Source: an optimization exercise on an open RTL-to-GDS flow (aim: small area). Production flows keep margins and buffers that such runs may drop. The RTL was checked by simulation tests, not by an equivalence proof against the original design.

==> run a <==
==> flow/design.v <==
module CicRca
#(
	parameter N = 7
)
(
	input  [N-1:0] A,
	input  [N-1:0] B,
	input          Ci,
	output [N-1:0] S,
	output         Co
);
	wire [N:0] c;
	assign c[0] = Ci;
	genvar i;
	generate
		for (i = 0; i < N; i = i + 1) begin: Bit
			assign S[i]   = A[i] ^ B[i] ^ c[i];
			assign c[i+1] = (A[i] & B[i]) | (c[i] & (A[i] ^ B[i]));
		end
	endgenerate
	assign Co = c[N];
endmodule
module CicFilter
#(
	parameter N = 4,
	parameter M = 1,
	parameter InDataWidth	=	14,
	parameter OutDataWidth	=	32,
	parameter DecimCntWidth	=	7
)
(
	input Clk_i,
	input Rst_i,
	input [2:0]	DecimFactor_i,
	input [InDataWidth-1:0] Data_i,
	input DataNd_i,
	output [OutDataWidth-1:0] Data_o,
	output DataValid_o
);
	wire [2:0] decR = (DecimFactor_i[2:1] == 2'b00) ? 3'd1 : DecimFactor_i;
	reg  [2:0] cnt;
	reg        mode, mode1, mode2;
	reg        dval;
	wire       hit = (cnt == (mode ? decR : 3'd4));
	wire       en0 = ~mode | (cnt == decR);
	reg [3:1] en;
	always @(posedge Clk_i or posedge Rst_i) begin
		if (Rst_i) begin
			cnt   <= 3'd0;
			mode  <= 1'b0;
			mode1 <= 1'b0;
			mode2 <= 1'b0;
			dval  <= 1'b0;
		end else begin
			if (DataNd_i) begin
				if (hit) begin
					cnt  <= 3'd1;
					mode <= 1'b1;
				end else begin
					cnt  <= cnt + 3'd1;
				end
			end
			mode1 <= mode;
			mode2 <= mode1;
			dval  <= en[3] & mode2;
		end
	end
	always @(posedge Clk_i) en <= {en[2:1], en0};
	wire [3:0] enc = {en[3], en[2], en[1], en0};
	assign DataValid_o = dval;
	wire [13:0] gx = DataNd_i ? Data_i : 14'd0;
	wire [25:0] xop;
	assign xop[6:0] = {gx[6], gx[5], gx[4], gx[3], gx[2], gx[1], gx[0]};
	reg [6:0] xd1;   
	assign xop[13:7] = {xd1[6], xd1[5], xd1[4], xd1[3], xd1[2], xd1[1], xd1[0]};
	reg [0:0] xd2;   
	assign xop[19:14] = {xd2[0], xd2[0], xd2[0], xd2[0], xd2[0], xd2[0]};
	reg [0:0] xd3;   
	assign xop[25:20] = {xd3[0], xd3[0], xd3[0], xd3[0], xd3[0], xd3[0]};
	always @(posedge Clk_i or posedge Rst_i) begin
		if (Rst_i) begin
			xd1 <= 7'd0;
			xd2 <= 1'd0;
			xd3 <= 1'd0;
		end else begin
			xd1 <= gx[13:7];
			xd2 <= {xd1[6]};
			xd3 <= {xd2[0]};
		end
	end
	reg  [25:0] a0;
	wire [25:0] a0_n;
	reg  [3:1] ka0;
	wire [3:0] ka0_o;
	CicRca #(7) add_a0_0 (.A(a0[6:0]), .B(xop[6:0]), .Ci(1'b0), .S(a0_n[6:0]), .Co(ka0_o[0]));
	CicRca #(7) add_a0_1 (.A(a0[13:7]), .B(xop[13:7]), .Ci(ka0[1]), .S(a0_n[13:7]), .Co(ka0_o[1]));
	CicRca #(6) add_a0_2 (.A(a0[19:14]), .B(xop[19:14]), .Ci(ka0[2]), .S(a0_n[19:14]), .Co(ka0_o[2]));
	CicRca #(6) add_a0_3 (.A(a0[25:20]), .B(xop[25:20]), .Ci(ka0[3]), .S(a0_n[25:20]), .Co(ka0_o[3]));
	reg  [25:0] a1;
	wire [25:0] a1_n;
	reg  [3:1] ka1;
	wire [3:0] ka1_o;
	CicRca #(7) add_a1_0 (.A(a1[6:0]), .B(a0[6:0]), .Ci(1'b0), .S(a1_n[6:0]), .Co(ka1_o[0]));
	CicRca #(7) add_a1_1 (.A(a1[13:7]), .B(a0[13:7]), .Ci(ka1[1]), .S(a1_n[13:7]), .Co(ka1_o[1]));
	CicRca #(6) add_a1_2 (.A(a1[19:14]), .B(a0[19:14]), .Ci(ka1[2]), .S(a1_n[19:14]), .Co(ka1_o[2]));
	CicRca #(6) add_a1_3 (.A(a1[25:20]), .B(a0[25:20]), .Ci(ka1[3]), .S(a1_n[25:20]), .Co(ka1_o[3]));
	reg  [25:0] a2;
	wire [25:0] a2_n;
	reg  [3:1] ka2;
	wire [3:0] ka2_o;
	CicRca #(7) add_a2_0 (.A(a2[6:0]), .B(a1[6:0]), .Ci(1'b0), .S(a2_n[6:0]), .Co(ka2_o[0]));
	CicRca #(7) add_a2_1 (.A(a2[13:7]), .B(a1[13:7]), .Ci(ka2[1]), .S(a2_n[13:7]), .Co(ka2_o[1]));
	CicRca #(6) add_a2_2 (.A(a2[19:14]), .B(a1[19:14]), .Ci(ka2[2]), .S(a2_n[19:14]), .Co(ka2_o[2]));
	CicRca #(6) add_a2_3 (.A(a2[25:20]), .B(a1[25:20]), .Ci(ka2[3]), .S(a2_n[25:20]), .Co(ka2_o[3]));
	reg  [25:0] a3;
	wire [25:0] a3_n;
	reg  [3:1] ka3;
	wire [3:0] ka3_o;
	CicRca #(7) add_a3_0 (.A(a3[6:0]), .B(a2[6:0]), .Ci(1'b0), .S(a3_n[6:0]), .Co(ka3_o[0]));
	CicRca #(7) add_a3_1 (.A(a3[13:7]), .B(a2[13:7]), .Ci(ka3[1]), .S(a3_n[13:7]), .Co(ka3_o[1]));
	CicRca #(6) add_a3_2 (.A(a3[19:14]), .B(a2[19:14]), .Ci(ka3[2]), .S(a3_n[19:14]), .Co(ka3_o[2]));
	CicRca #(6) add_a3_3 (.A(a3[25:20]), .B(a2[25:20]), .Ci(ka3[3]), .S(a3_n[25:20]), .Co(ka3_o[3]));
	always @(posedge Clk_i or posedge Rst_i) begin
		if (Rst_i) begin
			a0 <= 26'd0;
			ka0 <= 3'd0;
			a1 <= 26'd0;
			ka1 <= 3'd0;
			a2 <= 26'd0;
			ka2 <= 3'd0;
			a3 <= 26'd0;
			ka3 <= 3'd0;
		end else begin
			a0 <= a0_n;
			ka0 <= ka0_o[2:0];
			a1 <= a1_n;
			ka1 <= ka1_o[2:0];
			a2 <= a2_n;
			ka2 <= ka2_o[2:0];
			a3 <= a3_n;
			ka3 <= ka3_o[2:0];
		end
	end
	wire [25:0] u = a3;
	reg  [25:0] s1, s2, s3, s4, y;
	wire [25:0] s1_n, s2_n, s3_n, y_n;
	wire [25:0] u4, u2;
	assign u4[6:0] = {u[4], u[3], u[2], u[1], u[0], 1'b0, 1'b0};
	assign u2[6:0] = {u[5], u[4], u[3], u[2], u[1], u[0], 1'b0};
	assign u4[13:7] = {u[11], u[10], u[9], u[8], u[7], s4[6], s4[5]};
	assign u2[13:7] = {u[12], u[11], u[10], u[9], u[8], u[7], s4[6]};
	assign u4[19:14] = {u[17], u[16], u[15], u[14], s4[13], s4[12]};
	assign u2[19:14] = {u[18], u[17], u[16], u[15], u[14], s4[13]};
	assign u4[25:20] = {u[23], u[22], u[21], u[20], s4[19], s4[18]};
	assign u2[25:20] = {u[24], u[23], u[22], u[21], u[20], s4[19]};
	wire [25:0] cs_s = s3 ^ u4 ^ u2;
	wire [25:0] cs_c = (s3 & u4) | (s3 & u2) | (u4 & u2);
	reg  [3:1] kcs;   
	wire [25:0] cs_cs;   
	assign cs_cs[6:0] = {cs_c[5:0], 1'b0};
	assign cs_cs[13:7] = {cs_c[12:7], kcs[1]};
	assign cs_cs[19:14] = {cs_c[18:14], kcs[2]};
	assign cs_cs[25:20] = {cs_c[24:20], kcs[3]};
	reg  [3:1] ky;
	wire [3:0] ky_o;
	reg  [3:1] ks1;
	wire [3:0] ks1_o;
	reg  [3:1] ks2;
	wire [3:0] ks2_o;
	reg  [3:1] ks3;
	wire [3:0] ks3_o;
	CicRca #(7) add_y_0  (.A(u[6:0]), .B(s1[6:0]), .Ci(1'b0), .S(y_n[6:0]), .Co(ky_o[0]));
	CicRca #(7) add_s1_0 (.A(s2[6:0]), .B(~u4[6:0]), .Ci(1'b1), .S(s1_n[6:0]), .Co(ks1_o[0]));
	CicRca #(7) add_s2_0 (.A(cs_s[6:0]), .B(cs_cs[6:0]), .Ci(1'b0), .S(s2_n[6:0]), .Co(ks2_o[0]));
	CicRca #(7) add_s3_0 (.A(s4[6:0]), .B(~u4[6:0]), .Ci(1'b1), .S(s3_n[6:0]), .Co(ks3_o[0]));
	CicRca #(7) add_y_1  (.A(u[13:7]), .B(s1[13:7]), .Ci(ky[1]), .S(y_n[13:7]), .Co(ky_o[1]));
	CicRca #(7) add_s1_1 (.A(s2[13:7]), .B(~u4[13:7]), .Ci(ks1[1]), .S(s1_n[13:7]), .Co(ks1_o[1]));
	CicRca #(7) add_s2_1 (.A(cs_s[13:7]), .B(cs_cs[13:7]), .Ci(ks2[1]), .S(s2_n[13:7]), .Co(ks2_o[1]));
	CicRca #(7) add_s3_1 (.A(s4[13:7]), .B(~u4[13:7]), .Ci(ks3[1]), .S(s3_n[13:7]), .Co(ks3_o[1]));
	CicRca #(6) add_y_2  (.A(u[19:14]), .B(s1[19:14]), .Ci(ky[2]), .S(y_n[19:14]), .Co(ky_o[2]));
	CicRca #(6) add_s1_2 (.A(s2[19:14]), .B(~u4[19:14]), .Ci(ks1[2]), .S(s1_n[19:14]), .Co(ks1_o[2]));
	CicRca #(6) add_s2_2 (.A(cs_s[19:14]), .B(cs_cs[19:14]), .Ci(ks2[2]), .S(s2_n[19:14]), .Co(ks2_o[2]));
	CicRca #(6) add_s3_2 (.A(s4[19:14]), .B(~u4[19:14]), .Ci(ks3[2]), .S(s3_n[19:14]), .Co(ks3_o[2]));
	CicRca #(6) add_y_3  (.A(u[25:20]), .B(s1[25:20]), .Ci(ky[3]), .S(y_n[25:20]), .Co(ky_o[3]));
	CicRca #(6) add_s1_3 (.A(s2[25:20]), .B(~u4[25:20]), .Ci(ks1[3]), .S(s1_n[25:20]), .Co(ks1_o[3]));
	CicRca #(6) add_s2_3 (.A(cs_s[25:20]), .B(cs_cs[25:20]), .Ci(ks2[3]), .S(s2_n[25:20]), .Co(ks2_o[3]));
	CicRca #(6) add_s3_3 (.A(s4[25:20]), .B(~u4[25:20]), .Ci(ks3[3]), .S(s3_n[25:20]), .Co(ks3_o[3]));
	always @(posedge Clk_i) begin
		ky <= ky_o[2:0];
		ks1 <= ks1_o[2:0];
		ks2 <= ks2_o[2:0];
		ks3 <= ks3_o[2:0];
		kcs <= {cs_c[19], cs_c[13], cs_c[6]};
		y <= y_n;
		if (enc[0]) begin
			s1[6:0] <= s1_n[6:0];
			s2[6:0] <= s2_n[6:0];
			s3[6:0] <= s3_n[6:0];
			s4[6:0] <= u[6:0];
		end
		if (enc[1]) begin
			s1[13:7] <= s1_n[13:7];
			s2[13:7] <= s2_n[13:7];
			s3[13:7] <= s3_n[13:7];
			s4[13:7] <= u[13:7];
		end
		if (enc[2]) begin
			s1[19:14] <= s1_n[19:14];
			s2[19:14] <= s2_n[19:14];
			s3[19:14] <= s3_n[19:14];
			s4[19:14] <= u[19:14];
		end
		if (enc[3]) begin
			s1[25:20] <= s1_n[25:20];
			s2[25:20] <= s2_n[25:20];
			s3[25:20] <= s3_n[25:20];
			s4[25:20] <= u[25:20];
		end
	end
	reg [6:0] yd0_1;
	reg [6:0] yd0_2;
	reg [6:0] yd0_3;
	always @(posedge Clk_i) begin
		yd0_1 <= y[6:0];
		yd0_2 <= yd0_1;
		yd0_3 <= yd0_2;
	end
	reg [6:0] yd1_1;
	reg [6:0] yd1_2;
	always @(posedge Clk_i) begin
		yd1_1 <= y[13:7];
		yd1_2 <= yd1_1;
	end
	reg [5:0] yd2_1;
	always @(posedge Clk_i) begin
		yd2_1 <= y[19:14];
	end
	wire [25:0] yo = {y[25:20], yd2_1, yd1_2, yd0_3};
	assign Data_o = {{(OutDataWidth-26){yo[25]}}, yo};
endmodule
==> flow/run.sh <==
#!/bin/bash
# synth_recipe.tcl (not shown) runs the flow's synth.tcl, then flattens the netlist and writes it again
# the make line also repeats each setting of config.mk as NAME=value (left out here)
make -C /OpenROAD-flow-scripts/flow DESIGN_CONFIG=/design/flow/config.mk WORK_HOME=/design/flow/orfs CLKGATE_MAP_FILE= SYNTH_SCRIPT=/design/flow/synth_recipe.tcl finish
==> flow/config.mk <==
export PLATFORM = sky130hd
export DESIGN_NAME = CicFilter
export DESIGN_NICKNAME = CicFilter
export VERILOG_FILES = /design/flow/design.v
export SDC_FILE = /design/flow/constraint.sdc
export NUM_CORES = 4
export LEC_CHECK = 0
export CAP_MARGIN = 20
export CORE_MARGIN = 2
export CORE_UTILIZATION = 40
export SLEW_MARGIN = 20
==> flow/constraint.sdc <==
create_clock -name core_clock -period 4.0 [get_ports {Clk_i}]
set_input_delay 0.8000 -clock core_clock [delete_from_list [all_inputs] [get_ports {Clk_i}]]
set_output_delay 0.8000 -clock core_clock [all_outputs]
set_load 0.01 [all_outputs]
==> inputs of run b, as changes to run a <==
CTS_BUF_LIST = sky130_fd_sc_hd__clkbuf_8   (was unset)
CTS_CLUSTER_DIAMETER = 60   (was unset)
CTS_CLUSTER_SIZE = 18   (was unset)
==> inputs of run c, as changes to run a <==
CTS_BUF_LIST = sky130_fd_sc_hd__clkbuf_16   (was unset)
CTS_CLUSTER_DIAMETER = 100   (was unset)
CTS_CLUSTER_SIZE = 30   (was unset)
==> qor summary <==
	run a	run b	run c
Run status	timing/DRC/antenna clean	timing/DRC/antenna clean	timing/DRC/antenna clean
Final design instance area without fill	15900 µm²	15400 µm²	15200 µm²
Data-path buffer share of cell area in the final layout	0.0384	0.0397	0.0407
Aggregate global-route resource usage	0.103	0.0995	0.0991
Clock buffer instance count of the final layout	55	27	15
Worst path setup slack after routing	0.250 ns	0.252 ns	0.231 ns
Worst hold margin	0.319 ns	0.328 ns	0.336 ns
Met3 GRT Util	0.0224	0.0180	0.0163
Fraction of layout cells with a size suffix above 1	0.0738	0.0670	0.0384
Met3 wire length	632 µm	640 µm	574 µm
Total Nets Final	1136	1128	1116
Fin crit period	3.75 ns	3.75 ns	3.77 ns
Required time of the critical path	4.24 ns	4.32 ns	4.25 ns
CTS buffer count	35	27	14
Transition time at the pin with the least slew margin	0.815 ns	0.827 ns	0.830 ns
Met2 WL post-DR	7300 µm	7200 µm	7370 µm
Hold wc startpoint	yd1_1[6]$_DFF_P_	y[14]$_DFF_P_	yd0_2[3]$_DFF_P_
Wirelength per Cell	11.8 µm	11.7 µm	11.9 µm
H-tree depth	2	1	1
Layout overhead on the synthesized area	16.1%	12.4%	11.0%
Fmax	0.267 GHz	0.267 GHz	0.265 GHz
Global-route wire length before repair	29300 µm	28800 µm	28600 µm

-- re-timing with driven ports --
No port has a modelled driver above. Below, the same layouts with a new extraction and two added sets of constraints.
Step 1 sets driving cells, clkbuf_16 on the clock port and buf_2 on the other inputs (assumed; they add their load-dependent delay and slew).
Step 2 adds t to the input delays and takes it off the output delays; t is the mean of the earliest and latest rising clock arrival at the registers after step 1. Input paths then give back, and output paths get back, about the clock's delay inside the block.
Three values: ideal ports, drivers, drivers and shift; two values: the first two.
| run | t (ns) | setup slack, ns | worst hold slack (ns) | worst setup path at the end | latest minus earliest clock arrival (ns) |
|---|---|---|---|---|---|
| run a | 0.538 | 0.250 / 0.250 / 0.041 | 0.319 / 0.319 / 0.319 | input to register | 0.012 / 0.012 |
| run b | 0.600 | 0.252 / 0.252 / 0.053 | 0.328 / 0.328 / 0.328 | input to register | 0.031 / 0.032 |
| run c | 0.540 | 0.231 / 0.231 / 0.041 | 0.336 / 0.336 / 0.336 | input to register | 0.018 / 0.017 |
After both steps every run listed still meets setup and hold. For run a, which loses most, drivers alone change the setup slack by 0.000 ns; drivers and shift together by -0.209 ns.
